Source: an optimization exercise on an open RTL-to-GDS flow (aim: small area). Production flows keep margins and buffers that such runs may drop. The RTL was checked by simulation tests, not by an equivalence proof against the original design. No activity file was given, so power comes from the tool's default toggle rates.

// Router_top
module Router_top(clock, resetn, read_enb_0, read_enb_1, read_enb_2, pkt_valid, data_in,
                  data_out_0, data_out_1, data_out_2, valid_out_0, valid_out_1, valid_out_2, error, busy);
Size: roughly 400 flip-flops, ~43 I/O pins, ~16000 um2 of cells after synthesis.
Settings: LEC_CHECK=0, CAP_MARGIN=10, CORE_MARGIN=2, CORE_UTILIZATION=50, GPL_TIMING_DRIVEN=0, SLEW_MARGIN=10; clock period 10.0 ns.
standard.sh (not shown) runs the stock make flow with config.mk's settings and CLKGATE_MAP_FILE= SYNTH_SCRIPT=/design/flow/synth_recipe.tcl, a recipe that flattens the netlist after the stock synthesis.
==> flow/flow/run.sh <==
#!/bin/bash
# Layout flow: the standard ORFS flow (standard.sh) with three changes.
#  - synthesis maps the logic with flow/abc_area.script (area-oriented ABC
#    mapping) instead of ORFS's abc_area.script; the flip-flops and their
#    names are those of the standard synthesis;
#  - CTS runs without dummy loads and with larger sink clusters;
#  - every input and output port still gets a buffer, of the smallest kind.
# All of make's output goes to flow_make.log; ORFS keeps each step's log
# under orfs/logs/.
set -euo pipefail
W=$(pwd)
F=$W/flow

# synthesis script: the standard flow's, with the abc override inserted after its first line
{ head -n 1 "$W/synth_recipe.tcl"; cat "$F/synth_pre.tcl"; tail -n +2 "$W/synth_recipe.tcl"; } > "$W/flow_synth.tcl"
sed "s#$W/synth_recipe.tcl#$W/flow_synth.tcl#g" "$W/standard.sh" > "$W/flow_standard.sh"
grep -q flow_synth.tcl "$W/flow_standard.sh"

export FLOW_ABC_SCRIPT=$F/abc_area.script
export CTS_ARGS="-sink_clustering_enable -repair_clock_nets -dont_use_dummy_load -sink_clustering_size 26 -sink_clustering_max_diameter 100"
export BUFFER_PORTS_ARGS="-buffer_cell sky130_fd_sc_hd__buf_1"

bash "$W/flow_standard.sh" finish > "$W/flow_make.log" 2>&1
==> flow/flow/abc_area.script <==
strash
dc2
&get -n
&dch -f
&nf -a -R 1000
&put
mfs2
strash
&get -n
&dch -f
&nf -a -R 1000
&put
mfs2
strash
&get -n
&dch -f
&nf -a -R 1000
&put
mfs2
strash
&get -n
&dch -f
&nf -a -R 1000
&put
topo
==> flow/flow/synth_pre.tcl <==
# Run Yosys's abc with an area-oriented mapping script (flow/abc_area.script)
# in place of the script ORFS passes; everything else in the synthesis is the
# standard one, so the registers are the same.
proc abc {args} {
  set i [lsearch -exact $args -script]
  if { $i >= 0 } {
    lset args [expr {$i + 1}] $::env(FLOW_ABC_SCRIPT)
  }
  yosys abc {*}$args
}
The baseline completed with no timing, DRC or antenna violations.
Edit:
--- a/flow/flow/run.sh
+++ b/flow/flow/run.sh
@@ -1,11 +1,8 @@
 #!/bin/bash
-# Layout flow: the standard ORFS flow (standard.sh) with three changes.
+# Layout flow: the standard ORFS flow with two changes.
 #  - synthesis maps the logic with flow/abc_area.script (area-oriented ABC
 #    mapping) instead of ORFS's abc_area.script; the flip-flops and their
 #    names are those of the standard synthesis;
-#  - CTS runs without dummy loads and with larger sink clusters;
-#  - every input and output port still gets a buffer, of the smallest kind.
-# All of make's output goes to flow_make.log; ORFS keeps each step's log
-# under orfs/logs/.
+#  - CTS runs without dummy loads and with larger sink clusters.
 set -euo pipefail
 W=$(pwd)
- CORE_UTILIZATION: 50 -> 40
Effect: The changed run completed with no timing, DRC or antenna violations. Hold slack gets worse by 0.011 ns. Wire length goes up by 3.2%. Non-clock buffer count goes up by 2. Global-route usage goes down by 8.0 points. Via count goes down by 1.1%. Clock skew goes down by 0.0031 ns. Cell count goes up by 4.0%. First-iteration DRC count goes up by 6.6%.
Edit:
--- a/flow/flow/run.sh
+++ b/flow/flow/run.sh
@@ -15,5 +15,5 @@
 
 export FLOW_ABC_SCRIPT=$F/abc_area.script
-export CTS_ARGS="-sink_clustering_enable -repair_clock_nets -dont_use_dummy_load -sink_clustering_size 26 -sink_clustering_max_diameter 100"
+export CTS_ARGS="-sink_clustering_enable -repair_clock_nets -dont_use_dummy_load -sink_clustering_size 24 -sink_clustering_max_diameter 80"
 export BUFFER_PORTS_ARGS="-buffer_cell sky130_fd_sc_hd__buf_1"
 
Outcome: Final area grows by 1.1%; maximum frequency went up by 1.3%; total power increases by 5.4%; setup slack improves by 0.062 ns; sequential share of layout area came out lower by 0.54 points.
Edit:
--- a/flow/flow/run.sh
+++ b/flow/flow/run.sh
@@ -1,8 +1,11 @@
 #!/bin/bash
-# Layout flow: the standard ORFS flow with two changes.
+# Layout flow: the standard ORFS flow (standard.sh) with three changes.
 #  - synthesis maps the logic with flow/abc_area.script (area-oriented ABC
 #    mapping) instead of ORFS's abc_area.script; the flip-flops and their
 #    names are those of the standard synthesis;
-#  - CTS runs without dummy loads and with larger sink clusters.
+#  - CTS runs without dummy loads and with larger sink clusters;
+#  - every input and output port still gets a buffer, of the smallest kind.
+# All of make's output goes to flow_make.log; ORFS keeps each step's log
+# under orfs/logs/.
 set -euo pipefail
 W=$(pwd)
@@ -15,5 +18,5 @@
 
 export FLOW_ABC_SCRIPT=$F/abc_area.script
-export CTS_ARGS="-sink_clustering_enable -repair_clock_nets -dont_use_dummy_load -sink_clustering_size 24 -sink_clustering_max_diameter 80"
+export CTS_ARGS="-sink_clustering_enable -repair_clock_nets -dont_use_dummy_load -sink_clustering_size 26 -sink_clustering_max_diameter 100"
 export BUFFER_PORTS_ARGS="-buffer_cell sky130_fd_sc_hd__buf_1"
 
=> Total power decreases by a few percent; worst hold slack improves by 0.0078 ns; global-route usage barely changes.

==> what the ideal ports hide <==
The results above use ideal ports. As a check the final layouts listed here were re-extracted and re-timed, cells and wires unchanged.
Step 1: set_driving_cell puts a clkbuf_16 on clock and a buf_2 on each other input, an assumption about the parent block.
Step 2 also shifts input and output timing later by t, the mid clock arrival at the registers, as if the neighbouring blocks saw the same clock.
a / b / c = ideal ports / drivers / drivers and shift; a / b = the first two.
| run | t, ns | setup WS [ns] | slew at the worst register clock pin (ns) |
|---|---|---|---|
| the first run | 0.612 | 4.938 / 4.938 / 4.938 | 0.11 / 0.11 |
| the second run | 0.619 | 5.078 / 5.078 / 5.078 | 0.12 / 0.12 |
| the third run | 0.625 | 5.140 / 5.140 / 5.140 | 0.10 / 0.10 |
| the fourth run | 0.619 | 5.078 / 5.078 / 5.078 | 0.12 / 0.12 |
After both steps every run listed still meets setup and hold.
